Context: an optimization exercise on an open-source flow, tuned for small area and few clock cycles. The choices shown serve that exercise and are no tape-out recipe. In this exercise RTL edits were held to simulation tests only and were not proved equivalent to the original. No activity file was given, so power comes from the tool's default toggle rates.

==> design.v <==
`timescale 1ns/1ps
module rv32i_cpu(
  input clk,
  input reset,
  output [31:0] imem_addr,
  input [31:0] imem_rdata,
  output mem_we,
  output [31:0] mem_addr,
  output [31:0] mem_wdata,
  output [3:0] mem_wmask,
  input [31:0] mem_rdata,
  output [31:0] pc_debug
);
wire [31:0] ins = imem_rdata;
wire [6:0] opcode = ins[6:0];
wire [4:0] rd = ins[11:7];
wire [2:0] f3 = ins[14:12];
wire [4:0] rs1 = ins[19:15];
wire [4:0] rs2 = ins[24:20];
wire f7_alt = (ins[31:25] == 7'b0100000);
wire op_lui    = (opcode == 7'b0110111);
wire op_auipc  = (opcode == 7'b0010111);
wire op_jal    = (opcode == 7'b1101111);
wire op_jalr   = (opcode == 7'b1100111);
wire op_branch = (opcode == 7'b1100011);
wire op_load   = (opcode == 7'b0000011);
wire op_store  = (opcode == 7'b0100011);
wire op_imm    = (opcode == 7'b0010011);
wire op_reg    = (opcode == 7'b0110011);
wire op_system = (opcode == 7'b1110011);
reg [31:0] pc;
reg [31:0] mtvec;
reg [31:0] mcause;
reg mtvec_ok, mcause_ok;
function [31:0] bk_carry;
  input [31:0] g;
  input [31:0] p;
  input cin;
  reg [31:0] G, P;
  integer d, i;
  begin
    G = g;
    P = p;
    G[0] = g[0] | (p[0] & cin);
    for (d = 1; d < 32; d = d * 2)
      for (i = 2 * d - 1; i < 32; i = i + 2 * d) begin
        G[i] = G[i] | (P[i] & G[i - d]);
        P[i] = P[i] & P[i - d];
      end
    for (d = 8; d >= 1; d = d / 2)
      for (i = 3 * d - 1; i < 32; i = i + 2 * d) begin
        G[i] = G[i] | (P[i] & G[i - d]);
        P[i] = P[i] & P[i - d];
      end
    bk_carry = G;
  end
endfunction
function [32:0] bk_add;
  input [31:0] x;
  input [31:0] y;
  input cin;
  reg [31:0] g, p, G, P;
  integer d, i;
  begin
    g = x & y;
    p = x ^ y;
    G = g;
    P = p;
    G[0] = g[0] | (p[0] & cin);
    for (d = 1; d < 32; d = d * 2)
      for (i = 2 * d - 1; i < 32; i = i + 2 * d) begin
        G[i] = G[i] | (P[i] & G[i - d]);
        P[i] = P[i] & P[i - d];
      end
    for (d = 8; d >= 1; d = d / 2)
      for (i = 3 * d - 1; i < 32; i = i + 2 * d) begin
        G[i] = G[i] | (P[i] & G[i - d]);
        P[i] = P[i] & P[i - d];
      end
    bk_add = {G[31], p ^ {G[30:0], cin}};
  end
endfunction
reg [31:1] valid;
reg phase;
wire [31:0] wd;
wire rf_we = op_lui | op_auipc | op_jal | op_jalr | op_load | op_imm | op_reg |
             (op_system & (f3 == 3'b001 | f3 == 3'b010));
wire [31:0] wc = wd ^ {32{phase}};
reg [32*32-1:32] rf;
wire [31:0] sel1, sel2;
assign sel1[0] = 1'b0;
assign sel2[0] = 1'b0;
wire [31:1] wsel;
genvar gi, gj;
generate
  for (gi = 1; gi < 32; gi = gi + 1) begin : g_rf
    wire [31:0] r = rf[gi*32 +: 32];
    wire [31:0] rn;
    wire we = rf_we & (rd == gi);
    wire hold = ~(rf_we & (rd == gi));
    assign wsel[gi] = we;
    assign sel1[gi] = valid[gi] & (rs1 == gi) & ~op_lui;
    assign sel2[gi] = valid[gi] & (rs2 == gi);
    for (gj = 0; gj < 32; gj = gj + 1) begin : g_b
      rf_bit u_b(.s(r[gj]), .we(we), .hold(hold), .c(wc[gj]), .y(rn[gj]));
    end
    always @(posedge clk) rf[gi*32 +: 32] <= rn;
  end
endgenerate
always @(posedge clk or posedge reset)
  if (reset) begin
    valid <= 31'b0;
    phase <= 1'b0;
  end else begin
    valid <= valid | wsel;
    phase <= ~phase;
  end
wire ph1 = phase & (|sel1);
wire ph2 = phase & (|sel2);
wire [31:0] a, b_reg;
generate
  for (gj = 0; gj < 32; gj = gj + 1) begin : g_rd
    wire [30:0] v;
    for (gi = 1; gi < 32; gi = gi + 1) begin : g_v
      assign v[gi-1] = rf[gi*32 + gj];
    end
    rf_read u_r1(.s(sel1[31:1]), .v(v), .ph(ph1), .y(a[gj]));
    rf_read u_r2(.s(sel2[31:1]), .v(v), .ph(ph2), .y(b_reg[gj]));
  end
endgenerate
wire [31:0] imm_i = {{20{ins[31]}}, ins[31:20]};
wire [31:0] imm_s = {{20{ins[31]}}, ins[31:25], ins[11:7]};
wire [31:0] imm_u = {ins[31:12], 12'b0};
wire [31:0] imm_b = {{19{ins[31]}}, ins[31], ins[7], ins[30:25], ins[11:8], 1'b0};
wire [31:0] imm_j = {{11{ins[31]}}, ins[31], ins[19:12], ins[20], ins[30:21], 1'b0};
wire use_rs2 = op_reg | op_branch;
wire [31:0] b = use_rs2 ? b_reg : op_store ? imm_s : op_lui ? imm_u : imm_i;
wire sub = op_branch | (op_reg & f3 == 3'b000 & f7_alt) |
           ((op_reg | op_imm) & f3[2:1] == 2'b01);
wire [31:0] y = b ^ {32{sub}};
wire [31:0] ap = a ^ y;
wire [31:0] ag = a & y;
wire [31:0] ac = bk_carry(ag, ap, sub);
wire [32:0] sum = {ac[31], ap ^ {ac[30:0], sub}};
wire carry = sum[32];
wire ltu = ~carry;
wire lt = (a[31] ^ b[31]) ? a[31] : sum[31];
wire eq = &ap;
wire shl = (f3 == 3'b001);
wire [31:0] sh_in;
genvar gk;
generate
  for (gk = 0; gk < 32; gk = gk + 1) begin : g_rev
    assign sh_in[gk] = shl ? a[31-gk] : a[gk];
  end
endgenerate
wire sh_fill = f7_alt & a[31] & ~shl;
wire [31:0] sh_r = $signed({sh_fill, sh_in}) >>> b[4:0];
wire [31:0] sh_out;
generate
  for (gk = 0; gk < 32; gk = gk + 1) begin : g_rev2
    assign sh_out[gk] = shl ? sh_r[31-gk] : sh_r[gk];
  end
endgenerate
wire [15:0] ld_h = mem_rdata[15:0];
reg [31:0] ld;
always @* begin
  case (f3)
    3'b000: ld = {{24{ld_h[7]}}, ld_h[7:0]};
    3'b100: ld = {24'b0, ld_h[7:0]};
    3'b001: ld = {{16{ld_h[15]}}, ld_h};
    3'b101: ld = {16'b0, ld_h};
    default: ld = mem_rdata;
  endcase
end
wire csr_is_mtvec = (ins[31:20] == 12'h305);
wire csr_is_mcause = (ins[31:20] == 12'h342);
wire [31:0] csr_old = (csr_is_mtvec & mtvec_ok ? mtvec : 32'b0) | (csr_is_mcause & mcause_ok ? mcause : 32'b0);
wire csr_w = op_system & (f3 == 3'b001 | f3 == 3'b010);
wire [31:0] csr_new = a | (f3[1] ? csr_old : 32'b0);
wire ecall = op_system & (f3 == 3'b000) & (ins[31:20] == 12'b0);
wire [31:2] inc_c;
assign inc_c[2] = 1'b1;
genvar gc;
generate
  for (gc = 3; gc < 32; gc = gc + 1) begin : g_inc
    assign inc_c[gc] = inc_c[gc-1] & pc[gc-1];
  end
endgenerate
wire [31:0] pc4 = {pc[31:2] ^ inc_c, pc[1:0]};
wire [31:0] pc_imm_full = bk_add(pc, op_jal ? imm_j : op_branch ? imm_b : imm_u, 1'b0);
wire [31:0] pc_imm = pc_imm_full[31:0];
reg taken;
always @* begin
  case (f3)
    3'b000: taken = eq;
    3'b001: taken = ~eq;
    3'b100: taken = lt;
    3'b101: taken = ~lt;
    3'b110: taken = ltu;
    3'b111: taken = ~ltu;
    default: taken = 1'b0;
  endcase
end
wire n_tgt = op_jal | (op_branch & taken);
wire n_seq = ~(ecall | op_jalr | n_tgt);
wire [31:0] next_pc = ({32{ecall & mtvec_ok}} & mtvec) |
                      ({32{op_jalr}} & {sum[31:1], 1'b0}) |
                      ({32{n_tgt}} & pc_imm) |
                      ({32{n_seq}} & pc4);
wire arith = op_imm | op_reg;
wire r_sum = op_lui | (arith & f3 == 3'b000);
wire r_sh = arith & (f3 == 3'b001 | f3 == 3'b101);
wire r_slt = arith & f3 == 3'b010;
wire r_sltu = arith & f3 == 3'b011;
wire r_xor = arith & f3 == 3'b100;
wire r_or = arith & f3 == 3'b110;
wire r_and = arith & f3 == 3'b111;
wire r_csr = ~(op_lui | arith | op_load | op_auipc | op_jal | op_jalr);
assign wd = ({32{r_sum}} & sum[31:0]) |
            ({32{r_sh}} & sh_out) |
            {31'b0, (r_slt & lt) | (r_sltu & ltu)} |
            ({32{r_xor}} & ap) |
            ({32{r_or}} & (ap | ag)) |
            ({32{r_and}} & ag) |
            ({32{op_load}} & ld) |
            ({32{op_auipc}} & pc_imm) |
            ({32{op_jal | op_jalr}} & pc4) |
            ({32{r_csr}} & csr_old);
always @(posedge clk or posedge reset) begin
  if (reset) begin
    pc <= 32'b0;
    mtvec_ok <= 1'b0;
    mcause_ok <= 1'b0;
  end else begin
    pc <= next_pc;
    if (csr_w & csr_is_mtvec) mtvec_ok <= 1'b1;
    if (ecall | (csr_w & csr_is_mcause)) mcause_ok <= 1'b1;
  end
end
always @(posedge clk) begin
  if (csr_w & csr_is_mtvec) mtvec <= csr_new;
  if (ecall) mcause <= 32'd11;
  else if (csr_w & csr_is_mcause) mcause <= csr_new;
end
assign imem_addr = pc;
assign pc_debug = pc;
assign mem_addr = sum[31:0];
assign mem_wdata = b_reg;
assign mem_we = op_store;
assign mem_wmask = {f3 == 3'b010, f3 == 3'b010, f3 == 3'b010 | f3 == 3'b001, f3 == 3'b010 | f3 == 3'b001 | f3 == 3'b000};
endmodule
module rf_bit(input s, input we, input hold, input c, output y);
  assign y = ~((s | we) & (c | hold));
endmodule
module rf_read(input [30:0] s, input [30:0] v, input ph, output y);
  wire [10:0] t;    
  wire [2:0] u;     
  wire w;           
  genvar k;
  generate
    for (k = 0; k < 10; k = k + 1) begin : g_t
      c_ao222_n u_t(.a1(s[3*k]), .a2(v[3*k]), .b1(s[3*k+1]), .b2(v[3*k+1]), .c1(s[3*k+2]), .c2(v[3*k+2]), .y(t[k]));
    end
  endgenerate
  c_nand2 u_t10(.a(s[30]), .b(v[30]), .y(t[10]));
  c_nand4 u_u0(.a(t[0]), .b(t[1]), .c(t[2]), .d(t[3]), .y(u[0]));
  c_nand4 u_u1(.a(t[4]), .b(t[5]), .c(t[6]), .d(t[7]), .y(u[1]));
  c_nand3 u_u2(.a(t[8]), .b(t[9]), .c(t[10]), .y(u[2]));
  c_nor3 u_w(.a(u[0]), .b(u[1]), .c(u[2]), .y(w));
  c_xnor2 u_y(.a(w), .b(ph), .y(y));
endmodule
module c_ao222_n(input a1, input a2, input b1, input b2, input c1, input c2, output y);
  assign y = ~((a1 & a2) | (b1 & b2) | (c1 & c2));
endmodule
module c_nand2(input a, input b, output y);
  assign y = ~(a & b);
endmodule
module c_nand3(input a, input b, input c, output y);
  assign y = ~(a & b & c);
endmodule
module c_nand4(input a, input b, input c, input d, output y);
  assign y = ~(a & b & c & d);
endmodule
module c_nor3(input a, input b, input c, output y);
  assign y = ~(a | b | c);
endmodule
module c_xnor2(input a, input b, output y);
  assign y = ~(a ^ b);
endmodule
==> flow/run.sh <==
#!/bin/bash
# Standard ORFS layout, except that the combinational logic is mapped with an
# area-oriented ABC script, and the port buffers use a plain buffer cell.
# Register names and cell types are checked against the standard synthesis.
set -uo pipefail
HERE=$(pwd)
R=$HERE/orfs/results/$FLOW_PLATFORM/rv32i_cpu/base

# 1. standard synthesis (reference for the register check)
bash standard.sh synth > log_synth_standard.txt 2>&1 || exit 1
cp $R/1_2_yosys.v std_1_2_yosys.v
mkdir -p std_synth; cp $R/1_* std_synth/ 2>/dev/null
cp orfs/reports/$FLOW_PLATFORM/rv32i_cpu/base/synth_stat.txt std_synth_stat.txt 2>/dev/null

# 2. the same synthesis with another ABC script
sed "s|log_cmd abc {\*}\$abc_args|log_cmd abc -script $HERE/flow/area.abc {*}[lrange \$abc_args 2 end]|" \
  $FLOW_HOME/scripts/synth.tcl > my_synth.tcl
grep -q "flow/area.abc" my_synth.tcl || { echo "abc line not found"; exit 1; }
sed "s|source \$::env(SCRIPTS_DIR)/synth.tcl|source $HERE/my_synth.tcl|" synth_recipe.tcl > my_synth_recipe.tcl
grep -q "my_synth.tcl" my_synth_recipe.tcl || { echo "source line not found"; exit 1; }
rm -f $R/1_2_yosys.v $R/1_2_yosys.sdc $R/1_synth.odb $R/1_synth.sdc
bash standard.sh SYNTH_SCRIPT=$HERE/my_synth_recipe.tcl synth > log_synth_area.txt 2>&1
ok=$?
if [ $ok -eq 0 ] && python3 flow/regs.py std_1_2_yosys.v $R/1_2_yosys.v area_1_2_yosys.v > log_regcheck.txt 2>&1; then
  cp area_1_2_yosys.v $R/1_2_yosys.v
  rm -f $R/1_synth.odb $R/1_synth.sdc
  bash standard.sh synth > log_synth_odb.txt 2>&1
  ok=$?
fi
if [ $ok -eq 0 ] && python3 flow/regs.py std_1_2_yosys.v $R/1_2_yosys.v /dev/null >> log_regcheck.txt 2>&1; then
  echo "using area synthesis" | tee -a log_regcheck.txt
else
  echo "falling back to standard synthesis" | tee -a log_regcheck.txt
  rm -f $R/1_synth.odb $R/1_synth.sdc
  cp std_synth/1_* $R/
fi

# 3. the rest of the standard flow, with plain port buffers
# and a clock tree of smaller buffers, without dummy loads
bash standard.sh "BUFFER_PORTS_ARGS=-buffer_cell sky130_fd_sc_hd__buf_2" \
  "CTS_ARGS=-sink_clustering_enable -repair_clock_nets -dont_use_dummy_load -buf_list {sky130_fd_sc_hd__clkbuf_4 sky130_fd_sc_hd__clkbuf_8}" \
  finish > log_finish.txt 2>&1
==> flow/area.abc <==
strash
&get -n
&st
&syn2
&dch
&nf -R 1000
&put
topo
==> flow/regs.py <==
#!/usr/bin/env python3
# regs.py STD.v MINE.v OUT.v
# Give the flip-flops of MINE (a Yosys netlist of the same RTL as STD, mapped with
# another ABC script) the instance names STD gives them, pairing them by the net on
# their Q pin; check that both have the same flip-flops, with the same cell types.
import re, sys

INST = re.compile(r'^(\s*)(sky130_fd_sc_hd__\w+)\s+(\\\S+\s|\S+)\s*\((.*?)\);\s*$', re.M | re.S)
FLOP = re.compile(r'^sky130_fd_sc_hd__(e?df|sdf|sedf|dl)')

def flops(text):
    out = {}
    for m in INST.finditer(text):
        cell, name, body = m.group(2), m.group(3).strip(), m.group(4)
        if FLOP.match(cell):
            q = re.search(r'\.Q\(\s*(\\\S+\s|[^\s)]+)\s*\)', body)
            if not q:
                sys.exit("flop without Q: " + name)
            out[q.group(1).strip()] = (name, cell)
    return out

std = open(sys.argv[1]).read()
mine = open(sys.argv[2]).read()
fs, fm = flops(std), flops(mine)
if set(fs) != set(fm) or not fs:
    sys.exit("flip-flop Q nets differ: %d vs %d" % (len(fs), len(fm)))
for q in fs:
    if fs[q][1] != fm[q][1]:
        sys.exit("cell type differs for %s: %s vs %s" % (q, fs[q][1], fm[q][1]))
newname = {fm[q][0]: fs[q][0] for q in fs}
taken = set(n for n, _ in fs.values())
count = [0]

def repl(m):
    name = m.group(3).strip()
    if name in newname:
        new = newname[name]
    elif name in taken:
        count[0] += 1
        new = '_abc%d_' % count[0]
        while new in taken:
            count[0] += 1
            new = '_abc%d_' % count[0]
    else:
        return m.group(0)
    if new.startswith('\\'):
        new = new + ' '
    return m.group(1) + m.group(2) + ' ' + new + ' (' + m.group(4) + ');'

out = INST.sub(repl, mine)
names = [m.group(3).strip() for m in INST.finditer(out)]
if len(names) != len(set(names)):
    sys.exit("duplicate instance names after renaming")
fo = flops(out)
if {q: v for q, v in fo.items()} != fs:
    sys.exit("renaming failed")
open(sys.argv[3], 'w').write(out)
print("registers renamed and matched: %d (other cells renamed: %d)" % (len(fs), count[0]))
==> standard.sh <==
#!/bin/bash
# synth_recipe.tcl (not shown) runs the flow's synth.tcl, then flattens the netlist and writes it again
# the make line also repeats each setting of config.mk as NAME=value (left out here)
make -C /OpenROAD-flow-scripts/flow DESIGN_CONFIG=/design/flow/config.mk WORK_HOME=/design/flow/orfs CLKGATE_MAP_FILE= SYNTH_SCRIPT=/design/flow/synth_recipe.tcl "${@:-finish}"
==> config.mk <==
export PLATFORM = sky130hd
export DESIGN_NAME = rv32i_cpu
export DESIGN_NICKNAME = rv32i_cpu
export VERILOG_FILES = /design/flow/design.v
export SDC_FILE = /design/flow/constraint.sdc
export NUM_CORES = 4
export LEC_CHECK = 0
export ABC_AREA = 1
export CAP_MARGIN = 20
export CELL_PAD_IN_SITES_DETAIL_PLACEMENT = 2
export CELL_PAD_IN_SITES_GLOBAL_PLACEMENT = 2
export CORE_MARGIN = 2
export CORE_UTILIZATION = 30
export PLACE_DENSITY = 0.45
export SLEW_MARGIN = 20
export SYNTH_HIERARCHICAL = 1
==> constraint.sdc <==
create_clock -name core_clock -period 14.0 [get_ports {clk}]
set_input_delay 2.8000 -clock core_clock [delete_from_list [all_inputs] [get_ports {clk}]]
set_output_delay 2.8000 -clock core_clock [all_outputs]
set_load 0.01 [all_outputs]
==> notes.md, run 1 <==
Outcome: finished clean
Internal: 5.35 mW
CP startpoint kind: primary input
Hold path start: rf[74]
First-pass GRT wire length: 448000 µm
Via count: 54500
XOR/XNOR share of the synthesized area: 2.90%
GPL Wtd Cong: 0.934
Area after DPL: 56200 µm²
Critical Path End Type: output pin
Final hold viol count: 0
Fraction of layout cells with a size suffix above 1: 15.7%
All-layer global routing usage: 37.2%
Via count of the first global-routing pass: 54300
Detail Placement HPWL: 227000 µm
Fmax: 0.0729 GHz
Chip Width: 410 µm
Yosys warns: 7
Critical path peak fanout: 24
Cts hold-fix bufs: 0
Mux contribution to synthesized area: 1.19%
Hold Path Cell Cnt: 1
CTS clk-pin slew, worst paths: 0.05 ns
Die area: 168000 µm²
CP arrival: 10.93 ns
Boundary pin count: 199
Compound-Gate Fraction of Synth Area: 32.5%
CP Launch Point: imem_rdata[2]
Setup slack, reg-to-reg: 4.31 ns
Post-synthesis instance area: 49500 µm²
Slowest stage delay, CP: 0.54 ns
TritonRoute pass-1 iters: 13
Critical path class: primary input to output pin
Fin crit share: 98.0%
CTS Sinks: 1122
Buffers on Ports: 198
Worst min-delay path endpoint: rf[74]
Row cnt: 149
Synthesized flop and latch total: 1122
CTS tree: built
Vias per std cell: 6.93
Commonest non-fill, non-tap cell in the layout: dfxtp_1
Pwr/cell area: 133 nW/µm²
Worst-Margin Slew: 1.35 ns
Slew margin rel.: 10.1%
Ys flop type: dfxtp_1
Initial DRC Count: 7607
Combinational power share: 17.5%
Routed Wire Length: 323000 µm
Sequential share of power: 49.2%
Register area: 23100 µm²
Unique masters post-synth: 55
Simple-Gate Fraction of Synth Area: 11.0%
Area Growth Syn to Fin: 19.2%
Crit path time final: 13.73 ns
Net Sw Power: 2.51 mW
Largest family of logic cells by synthesized area: compound AO/OA/AOI/OAI gates
Register area share after synthesis: 46.7%
Clock Latency Late Sink: 0.99 ns
Final setup viols: 0
Peak VDD IR: 0.106 mV
Postcts setup bufs: 0
Worst Path Required: 11.20 ns
Power share of the clock group: 33.4%
P_leak: 22.2 nW
Largest net degree at the start of global routing: 67
Sw Ratio: 31.9%
Fin nets: 5881
Syn Inst Count: 4964
Hold Slack: 0.470 ns
FF-to-FF path depth: 38
Residual DRC count: 0
Num CTS Buffers: 205
Most frequent cells in the layout: dfxtp_1, o22ai_1, a222oi_1
Min-delay worst type: flop to flop
Util after Layout: 35.9%
Initial antenna violation count: 15
Antenna Nets Post-Route: 0
Initial Util: 30.1%
Total power: 7.86 mW
Root Driver: clkbuf_8
Max_cap viols: 0
Async SR Flop Fraction: 5.88%
RSZ-0062 raised after global routing: false
Adder-Cell Fraction of Synth Area: 4.33%
Die height: 410 µm
H-Tree Depth: 4
Mapped Avg Cell Area: 9.97 µm²
Post-route cell area: 59000 µm²
Clock Tree Buf Depth: 3
Post-synthesis net count: 5182
Clk_skew: 0.0848 ns
RR Startpoint: valid[21]
Slew Viols, Final: 0
Number of fill cells: 18100
Multi-input gate area: 26300 µm²
Wirelength per Cell: 41.1 µm
Global route overflow: 0
Worst r2r dst: pc[25]
Crit path max-delay cell type: and3_2
Core area: 164000 µm²
EDFF count, synth: 32
==> registers in the layout (all words and copies together), names as in the netlist <==
| name | flops |
|---|---|
| mtvec_ok | 1 |
| phase | 1 |
| valid | 31 |
| pc | 32 |
| mcause | 32 |
| mtvec | 32 |
| mcause_ok | 1 |
| rf | 992 |
==> layer usage <==
layer / wire length, µm / global-route usage [%]
met1: 135000 / 48.3
met2: 146000 / 59.1
met3: 24700 / 7.11
met4: 17600 / 18.1
met5: 43 / 0
==> Yosys stat by module, one instance, submodules excluded, excerpt <==
module	cell area (µm²)	times used	cells	flops+latches
c_ao222_n	10.0	640	1	0
c_nand2	3.75	64	1	0
c_nand3	5.00	64	1	0
c_nand4	6.26	128	1	0
c_nor3	5.00	64	1	0
c_xnor2	8.76	64	1	0
rf_bit	6.26	992	1	0
rv32i_cpu	34700	1	2948	1122
==> Yosys cell counts (all sizes together) (116+ instances only) <==
| cell | number | share of area, % |
|---|---|---|
| a21oi | 176 | 1.8 |
| a222oi | 667 | 13 |
| clkinv | 116 | 0.88 |
| dfxtp | 1024 | 41 |
| ha | 121 | 3.1 |
| nand2 | 353 | 2.7 |
| nand3 | 155 | 1.6 |
| nand4 | 137 | 1.7 |
| nor2 | 203 | 1.5 |
| nor3 | 116 | 1.2 |
| o21ai | 128 | 1.3 |
| o22ai | 1004 | 13 |
| xnor2 | 143 | 2.5 |
==> repair_timing <==
action | CTS | global route
resized for setup | 2 | 2
endpoints found under the hold margin | 0 | 0
gates cloned | 0 | 0
endpoints found under the setup margin | 3 | 4
==> layout make-up <==
type	instances	share of cell area (%)
Clock buffer	205	4.78
Inverter	116	0.740
Antenna cell	4	0.0170
Timing Repair Buffer	525	6.03
Tap cell	2189	4.64
Sequential cell	1122	39.2
Multi-Input combinational cell	3693	44.6
==> cell families (layout without fill, tap and decap cells) <==
family | count (synthesis) | after routing
multiplexers | 59 | 59
AND/OR/NAND/NOR | 1142 | 1142
XOR/XNOR | 164 | 164
adder cells (fa/ha/maj) | 153 | 153
buffers and inverters | 149 | 846
AO/OA/AOI/OAI | 2175 | 2175
other | 0 | 4
flip-flops | 1122 | 1122
==> how the worst max path moves through the flow <==
stage / to / slack, ns / depth (start not counted)
3_5_place_dp: mem_addr[29] / -0.05 / 33
5_1_grt: mem_addr[31] / 0.03 / 34
3_3_place_gp: mem_addr[31] / 0.04 / 33
6_report: mem_addr[31] / 0.27 / 32
2_1_floorplan: mem_addr[31] / 0.02 / 24
4_1_cts: mem_addr[29] / 0.16 / 35
==> critical path, delay by kind of cell <==
family | cells | cell delay (ns)
buffers and inverters | 7 | 1.09
AND/OR/NAND/NOR | 13 | 3.51
XOR/XNOR | 2 | 0.32
AO/OA/AOI/OAI | 8 | 2.26
adder cells (fa/ha/maj) | 2 | 0.91
==> per-stage QoR <==
| stage | TNS (ns) | setup WS [ns] | instances |
|---|---|---|---|
| after floorplan | 0 | 0.0172 | 4964 |
| after global placement | 0 | 0.0354 | 7645 |
| after detailed placement | -0.0978 | -0.0523 | 7645 |
| after CTS | 0 | 0.162 | 7850 |
| after global routing | 0 | 0.0324 | 7851 |
| final | 0 | 0.275 | 7854 |
==> power groups by stage <==
stage	registers (mW)	logic, mW	clock network [mW]
3_3_place_gp	3.91	1.33	0
6_report	3.86	1.37	2.62
4_1_cts	3.85	1.36	2.68
5_1_grt	3.90	1.47	2.81
3_5_place_dp	3.92	1.35	0
2_1_floorplan	3.82	0.790	0
Testbench counts, summed over its fixed seeds: cycles 43,101.
==> inputs of run 2 (changes only) <==
--- a/design.v
+++ b/design.v
@@ -100,5 +100,5 @@
     wire hold = ~(rf_we & (rd == gi));
     assign wsel[gi] = we;
-    assign sel1[gi] = valid[gi] & (rs1 == gi) & ~op_lui;
+    assign sel1[gi] = valid[gi] & (rs1 == gi);
     assign sel2[gi] = valid[gi] & (rs2 == gi);
     for (gj = 0; gj < 32; gj = gj + 1) begin : g_b
@@ -135,5 +135,5 @@
 wire [31:0] imm_j = {{11{ins[31]}}, ins[31], ins[19:12], ins[20], ins[30:21], 1'b0};
 wire use_rs2 = op_reg | op_branch;
-wire [31:0] b = use_rs2 ? b_reg : op_store ? imm_s : op_lui ? imm_u : imm_i;
+wire [31:0] b = use_rs2 ? b_reg : op_store ? imm_s : imm_i;
 wire sub = op_branch | (op_reg & f3 == 3'b000 & f7_alt) |
            ((op_reg | op_imm) & f3[2:1] == 2'b01);
@@ -210,5 +210,5 @@
                       ({32{n_seq}} & pc4);
 wire arith = op_imm | op_reg;
-wire r_sum = op_lui | (arith & f3 == 3'b000);
+wire r_sum = arith & f3 == 3'b000;
 wire r_sh = arith & (f3 == 3'b001 | f3 == 3'b101);
 wire r_slt = arith & f3 == 3'b010;
@@ -225,4 +225,5 @@
             ({32{r_and}} & ag) |
             ({32{op_load}} & ld) |
+            ({32{op_lui}} & imm_u) |
             ({32{op_auipc}} & pc_imm) |
             ({32{op_jal | op_jalr}} & pc4) |
--- a/flow/run.sh
+++ b/flow/run.sh
@@ -1,5 +1,5 @@
 #!/bin/bash
 # Standard ORFS layout, except that the combinational logic is mapped with an
-# area-oriented ABC script, and the port buffers use a plain buffer cell.
+# ABC script that recovers more area, and the port buffers use a plain buffer cell.
 # Register names and cell types are checked against the standard synthesis.
 set -uo pipefail
@@ -37,6 +37,6 @@
 
 # 3. the rest of the standard flow, with plain port buffers
-# and a clock tree of smaller buffers, without dummy loads
+# and a clock tree with larger sink clusters, without dummy loads
 bash standard.sh "BUFFER_PORTS_ARGS=-buffer_cell sky130_fd_sc_hd__buf_2" \
-  "CTS_ARGS=-sink_clustering_enable -repair_clock_nets -dont_use_dummy_load -buf_list {sky130_fd_sc_hd__clkbuf_4 sky130_fd_sc_hd__clkbuf_8}" \
+  "CTS_ARGS=-sink_clustering_enable -repair_clock_nets -dont_use_dummy_load -buf_list {sky130_fd_sc_hd__clkbuf_16} -sink_clustering_size 25 -sink_clustering_max_diameter 120" \
   finish > log_finish.txt 2>&1
==> flow/area.abc (replaced) <==
strash
&get -n
&st
&syn2
&dch
&nf -R 0
&put
topo
--- a/config.mk
+++ b/config.mk
@@ -11,6 +11,6 @@
 export CELL_PAD_IN_SITES_GLOBAL_PLACEMENT = 2
 export CORE_MARGIN = 2
-export CORE_UTILIZATION = 30
-export PLACE_DENSITY = 0.45
+export CORE_UTILIZATION = 42
+export PLACE_DENSITY = 0.6
 export SLEW_MARGIN = 20
 export SYNTH_HIERARCHICAL = 1
==> run 2 against run 1 <==
Largest cell class unchanged; clock skew is 0.0036 ns lower; non-clock buffer count is 116 lower; sequential power about the same; largest power group unchanged; area after synthesis about the same.
==> notes.md, run 2 <==
Global route overflow: 0
Clock Tree Buf Depth: 3
Buffers on Ports: 198
Outcome: finished clean
Cts hold-fix bufs: 0
Area after DPL: 54300 µm²
Mapped Avg Cell Area: 10.2 µm²
First-pass GRT wire length: 387000 µm
Vias per std cell: 7.80
Slew Viols, Final: 0
Residual DRC count: 0
CP startpoint kind: primary input
Clock Latency Late Sink: 0.73 ns
TritonRoute pass-1 iters: 13
Area fraction of the dominant cell type after synthesis: 41.4%
Final setup viols: 0
Commonest cells in the netlist: dfxtp_1, o22ai_1, a222oi_1, nand2_1, a21oi_1
Fraction of layout cells with a size suffix above 1: 11.2%
Number of cells on the critical path: 25
Min-delay worst type: flop to flop
Boundary pin count: 199
Most frequent cells in the layout: dfxtp_1, o22ai_1, a222oi_1
Fin crit share: 94.8%
Die height: 347 µm
Ys flop type: dfxtp_1
Final hold viol count: 0
Worst Path Required: 11.20 ns
Wirelength per Cell: 39.6 µm
Critical path peak fanout: 18
Postcts setup bufs: 0
Largest net degree at the start of global routing: 58
Fmax: 0.0754 GHz
CP Buf/Inv Count: 4
Syn Inst Count: 4873
Post-synthesis instance area: 49500 µm²
GPL Wtd Cong: 0.990
RSZ-0062 raised after global routing: false
FF-to-FF path depth: 29
Post-CTS sizing: 0
Slew margin rel.: 19.5%
Max_cap viols: 0
Crit path time final: 13.27 ns
Area contributors post-synth: dfxtp_1, a222oi_1, o22ai_1, dfrtp_1, ha_1
Fin cells: 6838
Via count of the first global-routing pass: 53200
CTS clk-pin slew, worst paths: 0.09 ns
Initial DRC Count: 8889
Num CTS Buffers: 51
Post-synthesis net count: 5091
H-Tree Depth: 2
Row cnt: 126
Chip Width: 347 µm
EDFF count, synth: 32
Hold Path Cell Cnt: 1
Critical path class: primary input to output pin
Core area: 117000 µm²
CP top delay family: simple AND/OR/NAND/NOR gates
Unique masters post-synth: 59
Commonest non-fill, non-tap cell in the layout: dfxtp_1
Top reg by flops: rf
Total power: 6.85 mW
Setup TNS: 0 ns
P_leak: 20.9 nW
Post-route cell area: 55600 µm²
Top-count cell post-synth: dfxtp_1
Slowest stage delay, CP: 0.84 ns
Fin nets: 5520
Synth area leader: dfxtp_1
Crit path max-delay cell type: nor3b_1
Via count: 53300
CTS tree: built
Hold Slack: 0.478 ns
Clk_skew: 0.0812 ns
Peak VDD IR: 0.101 mV
Critical Path End Type: output pin
Area Growth Syn to Fin: 12.2%
Worst-Margin Slew: 1.20 ns
Initial antenna violation count: 7
Antenna Nets Post-Route: 0
Synthesized flop and latch total: 1122
Root Driver: clkbuf_16
Detail Placement HPWL: 186000 µm
All-layer global routing usage: 43.0%
Pwr/cell area: 123 nW/µm²
Register area share after synthesis: 46.7%
Initial Util: 42.2%
Max reg flops: 992
Die area: 121000 µm²
CTS Sinks: 1122
Routed Wire Length: 271000 µm
Yosys warns: 7
Async SR Flop Fraction: 5.88%
Inst Count DP: 6785
CP arrival: 10.47 ns
run 2: cell types whose count changed after synthesis, moves of 17 or more:
cell / delta
a22oi_1: -18
xnor2_1: -31
o21ai_0: -32
mux2_1: +17
nor2_1: -39
nand2_1: -46
xor2_1: +31
nand3_1: -57
a221o_1: +25
run 2: path summary, 6_finish.rpt:
path | end | slack (ns) | startpoint
worst max-delay path | mem_addr[31] | 0.73 | imem_rdata[22]
worst min-delay path | rf[572] | 0.48 | rf[572]
worst max register to register | pc[10] | 3.58 | phase
worst min register to register | rf[572] | 0.48 | rf[572]
max in group asynchronous | phase | 10.80 | reset
min in group asynchronous | pc[17] | 1.99 | reset
run 2: cell type report:
cell class              count  area (µm²)
clock buffers              51        1280
diodes                      2        5.00
inverters                 120         452
fillers                 12500       61900
flip-flops and latches   1122       23100
well taps                1536        1920
repair buffers            409        2570
multi-input cells        3598       26300
run 2: per-layer routing:
metal | vias to the layer above | global-route usage, % | share of wire [%]
met4 | 14 | 22.5 | 6.5
met2 | 3432 | 69.7 | 45
met1 | 27200 | 52.7 | 37
met3 | 866 | 10.5 | 11
met5 | - | 1.40 | 0.11
li1 | 21800 | - | -
run 2: per-module statistics from Yosys, one instance, submodules excluded, excerpt:
module,flip-flops and latches,cells inside,copies in the design
c_ao222_n,0,1,640
c_xnor2,0,1,64
c_nor3,0,1,64
c_nand4,0,1,128
c_nand3,0,1,64
c_nand2,0,1,64
rf_bit,0,1,992
rv32i_cpu,1122,2857,1
run 2: where the power goes:
part	switching, mW	total (mW)	internal (mW)
logic	0.771	1.26	0.493
registers	0.317	3.85	3.54
clock network	1.08	1.73	0.652
total	2.16	6.85	4.68
run 2: worst reg2reg max path, delay by kind of cell, from the launching register on:
| family | cells | cell delay [ns] |
|---|---|---|
| AO/OA/AOI/OAI | 13 | 3.70 |
| buffers and inverters | 5 | 2.61 |
| AND/OR/NAND/NOR | 5 | 1.53 |
| adder cells (fa/ha/maj) | 3 | 1.36 |
| XOR/XNOR | 2 | 0.60 |
| flip-flops | 1 | 0.36 |
| multiplexers | 1 | 0.15 |
run 2: kinds of logic after synthesis:
| family | share of synthesized area (%) |
|---|---|
| buffers and inverters | 1.41 |
| muxes | 1.87 |
| DFF | 46.7 |
| AOI/OAI and AO/OA | 32.8 |
| and+or+nand+nor | 10.0 |
| adders and majority gates | 4.33 |
| xor gates and xnor gates | 2.90 |
run 2: stage by stage:
| stage | utilization (%) | setup WS [ns] |
|---|---|---|
| 2_1_floorplan | - | 0.350 |
| 3_3_place_gp | 46.2 | 1.22 |
| 3_5_place_dp | 46.2 | 1.01 |
| 4_1_cts | 47.3 | 0.982 |
| 5_1_grt | 47.3 | 0.626 |
| 6_report | 47.3 | 0.729 |
Testbench counts of run 2, summed over its fixed seeds: cycles 43,101.
==> inputs of run 3 (changes only) <==
--- a/config.mk
+++ b/config.mk
@@ -11,6 +11,6 @@
 export CELL_PAD_IN_SITES_GLOBAL_PLACEMENT = 2
 export CORE_MARGIN = 2
-export CORE_UTILIZATION = 42
-export PLACE_DENSITY = 0.6
+export CORE_UTILIZATION = 30
+export PLACE_DENSITY = 0.45
 export SLEW_MARGIN = 20
 export SYNTH_HIERARCHICAL = 1
==> run 3 against run 2 <==
Combinational power about the same; worst setup slack gained 0.16 ns; cell area grew 2.7%; highest routed layer unchanged; fmax is 1.2% higher; routed wire length rose by 15%; die area grew 40%; first-iteration DRC count is 12% lower; power grew 1.7%; clock power up 6%.
==> notes.md, run 3 <==
Fin crit share: 93.6%
Post-synthesis net count: 5091
Max reg flops: 992
TritonRoute pass-1 iters: 9
Clk_skew: 0.0968 ns
Worst r2r dst: pc[11]
CP top delay family: compound AO/OA/AOI/OAI gates
Setup TNS: 0 ns
Synth area leader: dfxtp_1
Initial antenna violation count: 6
RSZ-0062 raised after global routing: false
Post-route cell area: 57100 µm²
Largest net degree at the start of global routing: 49
EDFF count, synth: 32
Top reg by flops: rf
Initial Util: 30.1%
Critical Path End Type: output pin
Final hold viol count: 0
Antenna Nets Post-Route: 0
H-Tree Depth: 2
First-pass GRT wire length: 432000 µm
CTS clk-pin slew, worst paths: 0.10 ns
Max_cap viols: 0
Via count of the first global-routing pass: 52000
Slowest stage delay, CP: 0.76 ns
CP Capture Point: mem_addr[31]
Most frequent cells in the layout: dfxtp_1, o22ai_1, a222oi_1
GPL Wtd Cong: 0.919
Die area: 168000 µm²
RR Startpoint: valid[9]
Synthesized flop and latch total: 1122
Post-synthesis instance area: 49500 µm²
P_leak: 21.3 nW
Crit path max-delay cell type: nor2b_1
Initial DRC Count: 7802
Pwr/cell area: 122 nW/µm²
CP Launch Point: imem_rdata[20]
Row cnt: 149
Worst Path Required: 11.20 ns
Fraction of layout cells with a size suffix above 1: 12.8%
Wirelength per Cell: 41.2 µm
Commonest cells in the netlist: dfxtp_1, o22ai_1, a222oi_1, nand2_1, a21oi_1
CTS tree: built
CTS Sinks: 1122
Postcts setup bufs: 0
Yosys warns: 7
Fmax: 0.0763 GHz
CP startpoint kind: primary input
Async SR Flop Fraction: 5.88%
Buffers on Ports: 198
Slew Viols, Final: 0
Register area share after synthesis: 46.7%
Routed Wire Length: 311000 µm
CP Buf/Inv Count: 3
Critical path peak fanout: 19
CP arrival: 10.31 ns
Area Growth Syn to Fin: 15.2%
Fin nets: 5593
Global route overflow: 0
FF-to-FF path depth: 29
All-layer global routing usage: 35.6%
Area fraction of the dominant cell type after synthesis: 41.4%
Final setup viols: 0
Post-CTS sizing: 0
Die height: 410 µm
Area after DPL: 55700 µm²
Worst-Margin Slew: 1.26 ns
Min-delay worst type: flop to flop
Crit path time final: 13.11 ns
Critical path class: primary input to output pin
Peak VDD IR: 0.102 mV
Num CTS Buffers: 54
Core area: 164000 µm²
Number of cells on the critical path: 25
Mapped Avg Cell Area: 10.2 µm²
Top-count cell post-synth: dfxtp_1
Clock Tree Buf Depth: 3
Syn Inst Count: 4873
Cts hold-fix bufs: 0
Setup slack, reg-to-reg: 4.96 ns
Clock Latency Late Sink: 0.74 ns
Detail Placement HPWL: 218000 µm
Outcome: finished clean
Unique masters post-synth: 59
Area contributors post-synth: dfxtp_1, a222oi_1, o22ai_1, dfrtp_1, ha_1
Residual DRC count: 0
Ys flop type: dfxtp_1
Via count: 52500
Vias per std cell: 6.94
Hold Path Cell Cnt: 1
Root Driver: clkbuf_16
Chip Width: 410 µm
Boundary pin count: 199
Slew margin rel.: 15.2%
Commonest non-fill, non-tap cell in the layout: dfxtp_1
run 3: cell counts after synthesis:
Identical to the previous run, type by type.
run 3: how the worst min path moves through the flow:
stage                     slack, ns  startpoint   endpoint
after floorplan                0.44   valid[10]  valid[10]
after global placement         0.45     rf[733]    rf[733]
after detailed placement       0.46     rf[394]    rf[394]
after CTS                      0.48     rf[994]    rf[994]
after global routing           0.49     rf[626]    rf[626]
final                          0.48     rf[997]    rf[997]
run 3: area by class of cell:
| class | instances | area (µm²) |
|---|---|---|
| Fill cell | 18000 | 107000 |
| Multi-Input combinational cell | 3598 | 26300 |
| Sequential cell | 1122 | 23100 |
| Timing Repair Buffer | 479 | 3110 |
| Tap cell | 2189 | 2740 |
| Clock buffer | 54 | 1350 |
| Inverter | 120 | 452 |
| Antenna cell | 4 | 10.0 |
run 3: modules after synthesis (local to each module, per instance), excerpt:
module,copies in the design,cell area [µm²],flip-flops and latches
c_nand2,64,3.75,0
c_nand4,128,6.26,0
c_ao222_n,640,10.0,0
c_nor3,64,5.00,0
c_xnor2,64,8.76,0
rv32i_cpu,1,34700,1122
c_nand3,64,5.00,0
rf_bit,992,6.26,0
run 3: power breakdown:
part / total [mW] / internal, mW / switching, mW
clock: 1.83 / 0.689 / 1.14
combinational: 1.28 / 0.499 / 0.781
sequential: 3.85 / 3.54 / 0.313
run 3: cells by family (layout without fill, tap and decap cells):
| group | count (synthesis) | count (layout) | synth area share, % |
|---|---|---|---|
| xor+xnor | 164 | 164 | 2.90 |
| other cells | 0 | 4 | 0 |
| buf+inv | 153 | 653 | 1.41 |
| compound gates | 2177 | 2177 | 32.8 |
| fa+ha+maj | 153 | 153 | 4.33 |
| mux | 88 | 88 | 1.87 |
| flops | 1122 | 1122 | 46.7 |
| simple gates | 1016 | 1016 | 10.0 |
run 3: routing by layer:
metal	wire length, µm	track usage, %	part of all wire (%)
met1	134000	48.2	43
met5	13	0	0.0042
met2	140000	57.0	45
met4	15900	15.7	5.1
met3	21600	4.08	6.9
run 3: through the flow:
step / hold slack (ns) / worst slack, ns / total power [mW] / util, % / cells
floorplan: 0.440 / 0.350 / 4.60 / - / 4873
global placement: 0.449 / 1.18 / 5.14 / 33.9 / 7507
detailed placement: 0.463 / 0.973 / 5.18 / 33.9 / 7507
CTS: 0.477 / 0.961 / 6.99 / 34.7 / 7561
global route: 0.492 / 0.634 / 7.25 / 34.7 / 7562
finish: 0.479 / 0.890 / 6.96 / 34.7 / 7566
==> inputs of run 4 (changes only) <==
--- a/design.v
+++ b/design.v
@@ -157,8 +157,8 @@
 wire sh_fill = f7_alt & a[31] & ~shl;
 wire [31:0] sh_r = $signed({sh_fill, sh_in}) >>> b[4:0];
-wire [31:0] sh_out;
+wire [31:0] sh_rev;
 generate
   for (gk = 0; gk < 32; gk = gk + 1) begin : g_rev2
-    assign sh_out[gk] = shl ? sh_r[31-gk] : sh_r[gk];
+    assign sh_rev[gk] = sh_r[31-gk];
   end
 endgenerate
@@ -211,5 +211,6 @@
 wire arith = op_imm | op_reg;
 wire r_sum = arith & f3 == 3'b000;
-wire r_sh = arith & (f3 == 3'b001 | f3 == 3'b101);
+wire r_shr = arith & f3 == 3'b101;
+wire r_shl = arith & f3 == 3'b001;
 wire r_slt = arith & f3 == 3'b010;
 wire r_sltu = arith & f3 == 3'b011;
@@ -219,5 +220,6 @@
 wire r_csr = ~(op_lui | arith | op_load | op_auipc | op_jal | op_jalr);
 assign wd = ({32{r_sum}} & sum[31:0]) |
-            ({32{r_sh}} & sh_out) |
+            ({32{r_shr}} & sh_r) |
+            ({32{r_shl}} & sh_rev) |
             {31'b0, (r_slt & lt) | (r_sltu & ltu)} |
             ({32{r_xor}} & ap) |
--- a/flow/run.sh
+++ b/flow/run.sh
@@ -38,5 +38,7 @@
 # 3. the rest of the standard flow, with plain port buffers
 # and a clock tree with larger sink clusters, without dummy loads
+# and global placement's repair buffering with buf_2 only
 bash standard.sh "BUFFER_PORTS_ARGS=-buffer_cell sky130_fd_sc_hd__buf_2" \
+  "PRE_GLOBAL_PLACE_TCL=$HERE/flow/gpl_buffers.tcl" \
   "CTS_ARGS=-sink_clustering_enable -repair_clock_nets -dont_use_dummy_load -buf_list {sky130_fd_sc_hd__clkbuf_16} -sink_clustering_size 25 -sink_clustering_max_diameter 120" \
   finish > log_finish.txt 2>&1
==> flow/gpl_buffers.tcl (new file) <==
# Before global placement: let its timing-driven repair buffer nets with
# buf_2 only (the default choice, buf_4, takes more area for the same job).
set_dont_use [list sky130_fd_sc_hd__buf_1 sky130_fd_sc_hd__buf_4 sky130_fd_sc_hd__buf_6 \
  sky130_fd_sc_hd__buf_8 sky130_fd_sc_hd__buf_12 sky130_fd_sc_hd__buf_16 \
  sky130_fd_sc_hd__bufbuf_* sky130_fd_sc_hd__dlygate* sky130_fd_sc_hd__clkdlybuf* \
  sky130_fd_sc_hd__dlymetal* sky130_fd_sc_hd__clkbuf_* sky130_fd_sc_hd__bufinv*]
==> run 4 against run 3 <==
Clock power hardly changed; first-iteration DRC count is 8.0% higher; area after synthesis is 0.17% lower; clock-buffer cell count stayed put; combinational power hardly changed; routed wire length is 1.3% higher; clock skew is 0.0076 ns higher; sequential share of layout area is 0.36 points higher; critical endpoint unchanged; highest routed layer unchanged.
==> notes.md, run 4 <==
Outcome: finished clean
Worst-Margin Slew: 1.22 ns
Critical path class: primary input to output pin
Hold path start: mcause_ok
P_leak: 21.3 nW
Post-CTS sizing: 0
Pwr/cell area: 123 nW/µm²
Area contributors post-synth: dfxtp_1, a222oi_1, o22ai_1, dfrtp_1, ha_1
Yosys warns: 7
Mux contribution to synthesized area: 1.25%
Antenna Nets Post-Route: 0
Fin cells: 7653
Total power: 6.97 mW
Largest net degree at the start of global routing: 35
Adder-Cell Fraction of Synth Area: 4.34%
Area after DPL: 55200 µm²
Critical path peak fanout: 14
Area fraction of the dominant cell type after synthesis: 41.4%
Die height: 410 µm
Max_cap viols: 0
Simple-Gate Fraction of Synth Area: 10.8%
CTS tree: built
Root Driver: clkbuf_16
First-pass GRT wire length: 438000 µm
CTS Sinks: 1122
Fraction of layout cells with a size suffix above 1: 13.5%
Post-synthesis net count: 5129
XOR/XNOR share of the synthesized area: 2.89%
Initial Util: 30.1%
Top reg by flops: rf
Area Growth Syn to Fin: 14.4%
Largest family of logic cells by synthesized area: compound AO/OA/AOI/OAI gates
Num CTS Buffers: 54
Internal: 4.70 mW
Fmax: 0.0745 GHz
Row cnt: 149
Sw Ratio: 32.5%
CP arrival: 10.62 ns
Post-synthesis instance area: 49500 µm²
Top-count cell post-synth: dfxtp_1
Final setup viols: 0
H-Tree Depth: 2
Max reg flops: 992
Power share of the clock group: 26.3%
Synthesized flop and latch total: 1122
CTS clk-pin slew, worst paths: 0.11 ns
Crit path time final: 13.42 ns
Cts hold-fix bufs: 0
Setup TNS: 0 ns
All-layer global routing usage: 36.2%
Hold Slack: 0.476 ns
Slew Viols, Final: 0
Fin nets: 5680
CP startpoint kind: primary input
Peak VDD IR: 0.123 mV
Clock Tree Buf Depth: 3
Clk_skew: 0.104 ns
CP Launch Point: imem_rdata[20]
Commonest cells in the netlist: dfxtp_1, o22ai_1, a222oi_1, nand2_1, nor2_1
Critical Path End Type: output pin
Inst Count DP: 7595
Via count: 53200
Postcts setup bufs: 0
Syn Inst Count: 4911
Min-delay worst type: flop to flop
Async SR Flop Fraction: 5.88%
Initial DRC Count: 8428
Ys flop type: dfxtp_1
Compound-Gate Fraction of Synth Area: 32.6%
Register area share after synthesis: 46.7%
Core area: 164000 µm²
Buffers on Ports: 198
Wirelength per Cell: 41.2 µm
GPL Wtd Cong: 0.935
Routed Wire Length: 315000 µm
Post-route cell area: 56600 µm²
Via count of the first global-routing pass: 52500
Clock Latency Late Sink: 0.74 ns
RR Startpoint: valid[19]
Combinational power share: 18.6%
Most frequent cells in the layout: dfxtp_1, o22ai_1, a222oi_1
Residual DRC count: 0
Commonest non-fill, non-tap cell in the layout: dfxtp_1
RSZ-0062 raised after global routing: false
Slew margin rel.: 18.5%
Final hold viol count: 0
Fin crit share: 95.9%
Detail Placement HPWL: 230000 µm
Mapped Avg Cell Area: 10.1 µm²
Chip Width: 410 µm
EDFF count, synth: 32
Die area: 168000 µm²
Worst Path Required: 11.20 ns
Sequential share of power: 55.1%
Unique masters post-synth: 59
Initial antenna violation count: 11
Net Sw Power: 2.26 mW
Vias per std cell: 6.96
TritonRoute pass-1 iters: 10
Boundary pin count: 199
Synth area leader: dfxtp_1
Global route overflow: 0
run 4: changes by cell type in the layout (fill, tap and decap cells not counted), moves of 27 or more:
cell / delta
a21oi_1: -30
buf_4: -278
a22oi_1: +29
nand3_1: +27
a22o_1: -28
nand2_1: +34
buf_2: +327
run 4: final timing paths:
path	end	slack, ns	cells past startpoint
setup / recovery	mem_addr[31]	0.58	28
hold / removal	mcause_ok	0.48	1
setup reg to reg	rf[60]	4.09	28
hold reg to reg	mcause_ok	0.48	1
max in group asynchronous	phase	10.75	3
min in group asynchronous	pc[18]	2.04	2
run 4: logic make-up (layout without fill, tap and decap cells):
kind of cell             count (synthesis)  in the layout
multiplexers                            58             58
adder cells (fa/ha/maj)                153            153
XOR/XNOR                               163            163
other                                    0              4
buffers and inverters                  151            700
flip-flops                            1122           1122
AND/OR/NAND/NOR                       1107           1107
AO/OA/AOI/OAI                         2157           2157
run 4: through the flow:
step | util, % | setup WS, ns
floorplan | - | 0.203
global placement | 33.5 | 0.680
detailed placement | 33.6 | 0.751
CTS | 34.4 | 0.745
global route | 34.4 | 0.304
finish | 34.4 | 0.577
run 4: metal layers:
metal  routed length, µm  GRT usage (%)  vias to the layer above
met2              139000           56.3                     2654
met4               14700           14.4                        6
met1              135000           50.0                    27900
li1                    -              -                    22200
met5                  34              0                        -
met3               26700           5.54                      434
run 4: final cells by class:
| cell class | instances | area (µm²) |
|---|---|---|
| antenna | 4 | 10.0 |
| clock buffer | 54 | 1350 |
| fill | 18200 | 108000 |
| inverter | 118 | 444 |
| multi-input combinational | 3638 | 26300 |
| sequential | 1122 | 23100 |
| tap | 2189 | 2740 |
| timing repair buffer | 528 | 2660 |
run 4: worst max-delay path, cell delays in order:
cell,delay (ns)
buf_2,0.28
and2_0,0.57
and3_2,0.58
buf_2,0.47
buf_2,0.38
a222oi_1,0.17
nand4_1,0.46
nor3_1,0.15
xnor2_1,0.43
mux2i_1,0.17
xnor2_1,0.23
clkinv_1,0.10
ha_1,0.38
nand4_1,0.17
o211ai_1,0.53
a221oi_1,0.22
o21ai_0,0.38
clkinv_1,0.33
o21ai_0,0.37
buf_2,0.23
nand2_1,0.10
nand2_1,0.16
nand3_1,0.11
nand2_1,0.11
fa_1,0.19
xor2_1,0.15
buf_2,0.18
buf_2,0.14
run 4: modules after synthesis (local to each module, per instance), a selection:
module,times used,flops+latches,cells inside
rv32i_cpu,1,1122,2895
c_ao222_n,640,0,1
c_xnor2,64,0,1
c_nand4,128,0,1
rf_bit,992,0,1
c_nand3,64,0,1
c_nor3,64,0,1
c_nand2,64,0,1
run 4: power groups by stage:
stage               Sequential [mW]  Clock (mW)  Combinational, mW
finish                         3.84        1.83               1.29
global route                   3.88        1.98               1.40
floorplan                      3.82           0              0.765
CTS                            3.83        1.88               1.28
global placement               3.89           0               1.25
detailed placement             3.90           0               1.28
Testbench counts of run 4, summed over its fixed seeds: cycles 43,101.
==> inputs of run 5 (changes only) <==
--- a/config.mk
+++ b/config.mk
@@ -11,6 +11,6 @@
 export CELL_PAD_IN_SITES_GLOBAL_PLACEMENT = 2
 export CORE_MARGIN = 2
-export CORE_UTILIZATION = 30
-export PLACE_DENSITY = 0.45
+export CORE_UTILIZATION = 42
+export PLACE_DENSITY = 0.6
 export SLEW_MARGIN = 20
 export SYNTH_HIERARCHICAL = 1
==> run 5 against run 4 <==
Fmax shrank 1.7%; hold slack gained 0.0021 ns; cell count down 9.2%; routed wire length shrank 8.1%; still clean; area after synthesis unchanged; first-iteration DRC count up 17%; utilization is 13 points higher; largest cell class unchanged.
==> notes.md, run 5 <==
Grt met1 use: 59.9%
Clock Latency Late Sink: 0.73 ns
Num CTS Buffers: 53
Buffers on Ports: 198
Row cnt: 125
Largest net degree at the start of global routing: 35
Worst-Margin Slew: 1.21 ns
Top reg by flops: rf
Setup TNS: 0 ns
Setup slack, reg-to-reg: 3.89 ns
Cts hold-fix bufs: 0
Area fraction of the dominant cell type after synthesis: 41.4%
Outcome: finished clean
Worst slack, placed: 0.663 ns
Area Growth Syn to Fin: 12.1%
CP startpoint kind: primary input
Met2 Resource Use GR: 68.3%
Slew margin rel.: 19.0%
Root Driver: clkbuf_16
Core area: 117000 µm²
Clk_skew: 0.105 ns
CP Launch Point: imem_rdata[20]
Global route overflow: 0
Ys flop type: dfxtp_1
First-pass GRT wire length: 410000 µm
Peak VDD IR: 0.108 mV
Synthesized flop and latch total: 1122
Routed Wire Length: 290000 µm
Final hold viol count: 0
Via count of the first global-routing pass: 54800
Fin nets: 5641
Initial Util: 42.4%
Async SR Flop Fraction: 5.88%
H-Tree Depth: 2
Top-count cell post-synth: dfxtp_1
Syn Inst Count: 4911
Commonest non-fill, non-tap cell in the layout: dfxtp_1
Fin crit share: 97.5%
EDFF count, synth: 32
Area after DPL: 54100 µm²
Setup ws final: 0.349 ns
CTS clk-pin slew, worst paths: 0.10 ns
Die height: 347 µm
CP arrival: 10.85 ns
Critical path peak fanout: 16
Die area: 121000 µm²
Initial antenna violation count: 22
TritonRoute pass-1 iters: 13
Mapped Avg Cell Area: 10.1 µm²
Via count: 55200
Fraction of layout cells with a size suffix above 1: 12.2%
RR Startpoint: valid[22]
GPL Wtd Cong: 0.997
Wirelength per Cell: 41.7 µm
Fin cells: 6952
Residual DRC count: 0
Yosys warns: 7
Unique masters post-synth: 59
Most frequent cells in the layout: dfxtp_1, o22ai_1, a222oi_1
Post-synthesis net count: 5129
Slew Viols, Final: 0
Max reg flops: 992
Worst Path Required: 11.20 ns
Inst Count DP: 6892
Detail Placement HPWL: 206000 µm
Met3 GRT Util: 12.7%
Register area share after synthesis: 46.7%
Worst r2r dst: rf[670]
Postcts setup bufs: 0
GR peak layer: met2
Synth area leader: dfxtp_1
P_leak: 21.1 nW
CTS Sinks: 1122
Min-delay worst type: flop to flop
Post-synthesis instance area: 49500 µm²
Area contributors post-synth: dfxtp_1, a222oi_1, o22ai_1, dfrtp_1, ha_1
Crit path time final: 13.65 ns
Critical Path End Type: output pin
Pwr/cell area: 125 nW/µm²
Post-route cell area: 55400 µm²
Vias per std cell: 7.94
Max_cap viols: 0
Fmax: 0.0733 GHz
Total power: 6.91 mW
Commonest cells in the netlist: dfxtp_1, o22ai_1, a222oi_1, nand2_1, nor2_1
FF-to-FF path depth: 31
Clock Tree Buf Depth: 3
Final setup viols: 0
All-layer global routing usage: 46.2%
Antenna Nets Post-Route: 0
Chip Width: 347 µm
Boundary pin count: 199
CP Capture Point: mem_addr[27]
RSZ-0062 raised after global routing: false
Post-CTS sizing: 0
Initial DRC Count: 9897
Critical path class: primary input to output pin
CTS tree: built
[run 5: logic make-up after synthesis]
family,count (synthesis),share of synthesized area (%)
adders and majority gates,153,4.34
buffers and inverters,151,1.40
and+or+nand+nor,1107,10.8
muxes,58,1.25
AOI/OAI and AO/OA,2157,32.6
DFF,1122,46.7
xor gates and xnor gates,163,2.89
[run 5: stage by stage]
stage / hold slack, ns / util, %
finish: 0.478 / 47.6
global route: 0.487 / 47.6
CTS: 0.475 / 47.5
detailed placement: 0.454 / 46.4
global placement: 0.449 / 46.4
floorplan: 0.430 / -
[run 5: where the power goes]
group	switching [mW]	internal, mW	leakage [nW]	total [mW]
registers	0.317	3.53	10.4	3.85
clock network	1.09	0.677	0.653	1.77
logic	0.812	0.478	10.1	1.29
[run 5: layout make-up]
class,count,area [µm²]
Antenna cell,7,17.5
Sequential cell,1122,23100
Tap cell,1524,1910
Timing Repair Buffer,490,2450
Clock buffer,53,1330
Inverter,118,444
Multi-Input combinational cell,3638,26200
Fill cell,12400,61100
[run 5: how the worst min path moves through the flow]
stage / from / endpoint / cells after the start
after floorplan: mcause_ok / mcause_ok / 1
after global routing: rf[623] / rf[623] / 1
after detailed placement: mcause[0] / mcause[0] / 2
final: mcause[0] / mcause[0] / 2
after global placement: mcause[0] / mcause[0] / 2
after CTS: rf[623] / rf[623] / 1
[run 5: critical path, cell delays in order]
cell      delay [ns]
buf_2           0.36
nor2b_1         0.78
and3_2          0.76
or4_1           0.21
nor3_1          0.08
a41oi_4         0.36
buf_2           0.57
xnor2_1         0.36
mux2i_1         0.20
xnor2_1         0.25
clkinv_1        0.10
ha_1            0.38
nand4_1         0.23
o211ai_1        0.53
a221oi_1        0.27
o21ai_0         0.52
clkinv_1        0.29
o21ai_0         0.24
buf_2           0.24
a31oi_1         0.13
fa_1            0.43
xnor2_1         0.47
buf_2           0.24
[run 5: per-layer routing]
metal	share of wire, %	wire length (µm)
met2	42	122000
met4	7.0	20300
met3	12	36100
met5	0.11	305
met1	38	111000
[run 5: modules after synthesis (local to each module, per instance), a selection]
module | copies in the design | flops+latches | area [µm²]
c_nand3 | 64 | 0 | 5.00
rv32i_cpu | 1 | 1122 | 34600
c_nand2 | 64 | 0 | 3.75
c_nand4 | 128 | 0 | 6.26
c_xnor2 | 64 | 0 | 8.76
c_nor3 | 64 | 0 | 5.00
rf_bit | 992 | 0 | 6.26
c_ao222_n | 640 | 0 | 10.0
==> inputs of run 6 (changes only) <==
--- a/design.v
+++ b/design.v
@@ -81,15 +81,13 @@
   end
 endfunction
-reg [31:1] valid;
 reg phase;
 wire [31:0] wd;
 wire rf_we = op_lui | op_auipc | op_jal | op_jalr | op_load | op_imm | op_reg |
              (op_system & (f3 == 3'b001 | f3 == 3'b010));
-wire [31:0] wc = wd ^ {32{phase}};
+wire [31:0] wc = (wd ^ {32{phase}}) | {32{reset}};    
 reg [32*32-1:32] rf;
 wire [31:0] sel1, sel2;
 assign sel1[0] = 1'b0;
 assign sel2[0] = 1'b0;
-wire [31:1] wsel;
 genvar gi, gj;
 generate
@@ -97,9 +95,8 @@
     wire [31:0] r = rf[gi*32 +: 32];
     wire [31:0] rn;
-    wire we = rf_we & (rd == gi);
-    wire hold = ~(rf_we & (rd == gi));
-    assign wsel[gi] = we;
-    assign sel1[gi] = valid[gi] & (rs1 == gi);
-    assign sel2[gi] = valid[gi] & (rs2 == gi);
+    wire we = reset | (rf_we & (rd == gi));
+    wire hold = ~(reset | (rf_we & (rd == gi)));
+    assign sel1[gi] = (rs1 == gi);
+    assign sel2[gi] = (rs2 == gi);
     for (gj = 0; gj < 32; gj = gj + 1) begin : g_b
       rf_bit u_b(.s(r[gj]), .we(we), .hold(hold), .c(wc[gj]), .y(rn[gj]));
@@ -109,13 +106,8 @@
 endgenerate
 always @(posedge clk or posedge reset)
-  if (reset) begin
-    valid <= 31'b0;
-    phase <= 1'b0;
-  end else begin
-    valid <= valid | wsel;
-    phase <= ~phase;
-  end
-wire ph1 = phase & (|sel1);
-wire ph2 = phase & (|sel2);
+  if (reset) phase <= 1'b0;
+  else phase <= ~phase;
+wire ph1 = phase & (rs1 != 5'd0);
+wire ph2 = phase & (rs2 != 5'd0);
 wire [31:0] a, b_reg;
 generate
--- a/config.mk
+++ b/config.mk
@@ -11,6 +11,6 @@
 export CELL_PAD_IN_SITES_GLOBAL_PLACEMENT = 2
 export CORE_MARGIN = 2
-export CORE_UTILIZATION = 42
-export PLACE_DENSITY = 0.6
+export CORE_UTILIZATION = 46
+export PLACE_DENSITY = 0.64
 export SLEW_MARGIN = 20
 export SYNTH_HIERARCHICAL = 1
==> run 6 against run 5 <==
The layout now fails its checks (negative setup slack); utilization rose by 4.5 points; cell count fell by 2.7%; power rose by 13%; combinational power rose by 76%; routed wire length rose by 8.6%; sequential share of layout area fell by 0.77 points; first-iteration DRC count rose by 32%; worst setup slack got worse by 0.60 ns; hold slack improved by 0.00090 ns; largest power group unchanged.
==> notes.md, run 6 <==
CP Buf/Inv Count: 5
Largest net degree at the start of global routing: 44
Initial antenna violation count: 21
RR Startpoint: phase
Area fraction of the dominant cell type after synthesis: 42.3%
Violated checks: negative setup slack
Area after DPL: 53200 µm²
Util after Layout: 52.1%
Worst Path Required: 11.20 ns
Register area share after synthesis: 46.1%
Slew Viols, Final: 0
Area Growth Syn to Fin: 12.7%
Fraction of layout cells with a size suffix above 1: 12.4%
Hold Slack: 0.479 ns
Die height: 328 µm
TritonRoute pass-1 iters: 13
Antenna Nets Post-Route: 0
Die area: 108000 µm²
Critical path peak fanout: 19
Global route overflow: 0
Commonest non-fill, non-tap cell in the layout: dfxtp_1
Worst r2r dst: pc[9]
Routed Wire Length: 315000 µm
RSZ-0062 raised after global routing: false
Top-count cell post-synth: dfxtp_1
Syn Inst Count: 4849
CTS tree: built
All-layer global routing usage: 55.8%
Via count: 58500
CTS clk-pin slew, worst paths: 0.10 ns
Fin crit share: 102%
Inst Count DP: 6697
Slowest stage delay, CP: 1.14 ns
Residual DRC count: 0
Top Metal Used: met5
Synth area leader: dfxtp_1
Final setup viols: 2
Synthesized flop and latch total: 1091
Initial DRC Count: 13100
Core area: 105000 µm²
Row cnt: 119
Unique masters post-synth: 61
Slew margin rel.: 14.0%
Clk_skew: 0.0931 ns
Most common cell on crit path: buf_2
Setup ws final: -0.253 ns
Root Driver: clkbuf_16
Post-synthesis net count: 5067
Vias per std cell: 8.66
Fmax: 0.0702 GHz
Post-synthesis instance area: 48400 µm²
Hold Path Cell Cnt: 1
Setup TNS: -0.315 ns
First-pass GRT wire length: 440000 µm
CP top delay family: simple AND/OR/NAND/NOR gates
Async SR Flop Fraction: 3.21%
Met3 WL: 49800 µm
Setup slack, reg-to-reg: 3.65 ns
Outcome: failed layout checks
CTS Sinks: 1091
Min-delay worst type: flop to flop
Commonest cells in the netlist: dfxtp_1, o22ai_1, a222oi_1, nand2_1, nor2_1
Max_cap viols: 0
Wirelength per Cell: 46.5 µm
Critical Path End Type: output pin
Worst slack, placed: 0.330 ns
Mapped Avg Cell Area: 9.98 µm²
Cts hold-fix bufs: 0
CP arrival: 11.45 ns
Most frequent cells in the layout: dfxtp_1, o22ai_1, a222oi_1
Hold path start: rf[441]
Ys flop type: dfxtp_1
Clock Tree Buf Depth: 3
Max reg flops: 992
Final hold viol count: 0
Worst-Margin Slew: 1.29 ns
Postcts setup bufs: 0
Critical path class: primary input to output pin
Metal2 WL: 128000 µm
Chip Width: 328 µm
EDFF count, synth: 32
Crit path time final: 14.25 ns
Pwr/cell area: 143 nW/µm²
Num CTS Buffers: 51
Area contributors post-synth: dfxtp_1, a222oi_1, o22ai_1, ha_1, nand2_1
Buffers on Ports: 198
Top reg by flops: rf
Post-CTS sizing: 0
Post-route cell area: 54600 µm²
M1 WL: 103000 µm
Initial Util: 46.2%
Fin nets: 5580
Boundary pin count: 199
Critical-path cell list: buf_2 -> clkinv_1 -> nand2b_1 -> nor2_4 -> buf_2 -> a222oi_1 -> nand4_1 -> nor3_1 -> xnor2_1 -> a21oi_1 -> xnor2_1 -> clkinv_1 -> ha_1 -> a21o_1 -> nand3_1 -> a21oi_1 -> a211oi_1 -> o21ai_0 -> a21o_1 -> nand3_1 -> nand2_1 -> fa_1 -> xor2_1 -> buf_2
Fin cells: 6762
GPL Wtd Cong: 1.05
FF-to-FF path depth: 27
H-Tree Depth: 2
Detail Placement HPWL: 220000 µm
CP startpoint kind: primary input
Peak VDD IR: 0.145 mV
Worst min-delay path endpoint: rf[441]
Via count of the first global-routing pass: 58600
Clock Latency Late Sink: 0.77 ns
Total power: 7.83 mW
Yosys warns: 7
Crit path max-delay cell type: nor3_1
P_leak: 20.1 nW
==> run 6: cell types whose count changed in the layout (fill, tap and decap cells not counted), sizes merged, moves of 13 or more <==
cell	before	now
a21oi	153	184
a22oi	43	29
and3	76	8
clkinv	112	134
dfrtp	66	35
mux2i	47	71
nand2	342	329
nand2b	37	10
nor2	190	217
xnor2	137	120
==> run 6: kinds of logic (layout without fill, tap and decap cells) <==
kind of cell | Yosys count | count (layout) | share of synthesized area [%]
flip-flops | 1091 | 1091 | 46.1
AND/OR/NAND/NOR | 1014 | 1014 | 9.74
AO/OA/AOI/OAI | 2210 | 2210 | 34.0
multiplexers | 78 | 78 | 1.68
XOR/XNOR | 136 | 136 | 2.46
adder cells (fa/ha/maj) | 153 | 153 | 4.43
other | 0 | 11 | 0
buffers and inverters | 167 | 678 | 1.55
==> run 6: metal layers <==
layer	vias to the layer above	track usage, %
met2	5804	81.9
met3	2020	23.3
li1	22000	-
met5	-	2.22
met4	28	43.3
met1	28700	64.1
==> run 6: area by class of cell <==
type | instances | area (µm²)
Fill cell | 10900 | 50200
Multi-Input combinational cell | 3591 | 26100
Sequential cell | 1091 | 22300
Timing Repair Buffer | 493 | 2550
Tap cell | 1391 | 1740
Clock buffer | 51 | 1280
Inverter | 134 | 504
Antenna cell | 11 | 27.5
==> run 6: worst max path at each step <==
stage / start / to / cells past startpoint
after global placement: imem_rdata[21] / mem_addr[27] / 24
final: imem_rdata[24] / mem_addr[31] / 24
after detailed placement: imem_rdata[21] / mem_addr[27] / 24
after CTS: imem_rdata[21] / mem_addr[27] / 24
after global routing: imem_rdata[24] / mem_addr[27] / 26
after floorplan: imem_rdata[23] / mem_addr[31] / 22
==> run 6: where the power goes <==
| part | switching (mW) | leakage, nW | internal [mW] | total [mW] |
|---|---|---|---|---|
| clock | 1.09 | 0.629 | 0.652 | 1.74 |
| sequential | 0.365 | 9.25 | 3.45 | 3.82 |
| combinational | 1.57 | 10.2 | 0.700 | 2.27 |
| total | 3.03 | 20.1 | 4.80 | 7.83 |
==> run 6: Yosys stat by module (local to each module, per instance), a selection <==
module	cells	times used
c_nand4	1	128
rv32i_cpu	2833	1
rf_bit	1	992
c_ao222_n	1	640
c_xnor2	1	64
c_nand3	1	64
c_nor3	1	64
c_nand2	1	64
Testbench counts of run 6, summed over its fixed seeds: cycles 43,101.

port drivers added, routing unchanged:
The flow's constraints put no driver on any port. The routed layouts listed below were extracted and timed again, unchanged, in two steps. Step 1: set_driving_cell puts a clkbuf_16 on clk and a buf_2 on each other input, an assumption about the parent block. Step 2 adds t to the input delays and takes it off the output delays; t is the mean of the earliest and latest rising clock arrival at the registers after step 1. Input paths then give back, and output paths get back, about the clock's delay inside the block. a / b / c = no drivers / after step 1 / after step 2; a / b = the first two.
| run | t (ns) | setup slack, ns | worst hold slack (ns) | worst setup path after step 2 | worst register clock-pin slew, ns |
|---|---|---|---|---|---|
| run 1 | 1.028 | 0.275 / 0.249 / 0.249 | 0.470 / 0.470 / 0.470 | input to output | 0.07 / 0.07 |
| run 2 | 0.770 | 0.729 / 0.694 / 0.694 | 0.478 / 0.478 / 0.478 | input to output | 0.11 / 0.11 |
| run 3 | 0.779 | 0.890 / 0.867 / 0.867 | 0.479 / 0.479 / 0.479 | input to output | 0.12 / 0.12 |
| run 4 | 0.773 | 0.577 / 0.536 / 0.536 | 0.476 / 0.476 / 0.476 | input to output | 0.12 / 0.12 |
| run 5 | 0.768 | 0.349 / 0.320 / 0.320 | 0.478 / 0.478 / 0.478 | input to output | 0.11 / 0.11 |
| run 6 | 0.802 | -0.253 / -0.279 / -0.279 | 0.479 / 0.479 / 0.479 | input to output | 0.12 / 0.12 |
The setup slack of run 4, which loses most, moves by -0.041 ns with the drivers and by -0.041 ns with both steps.
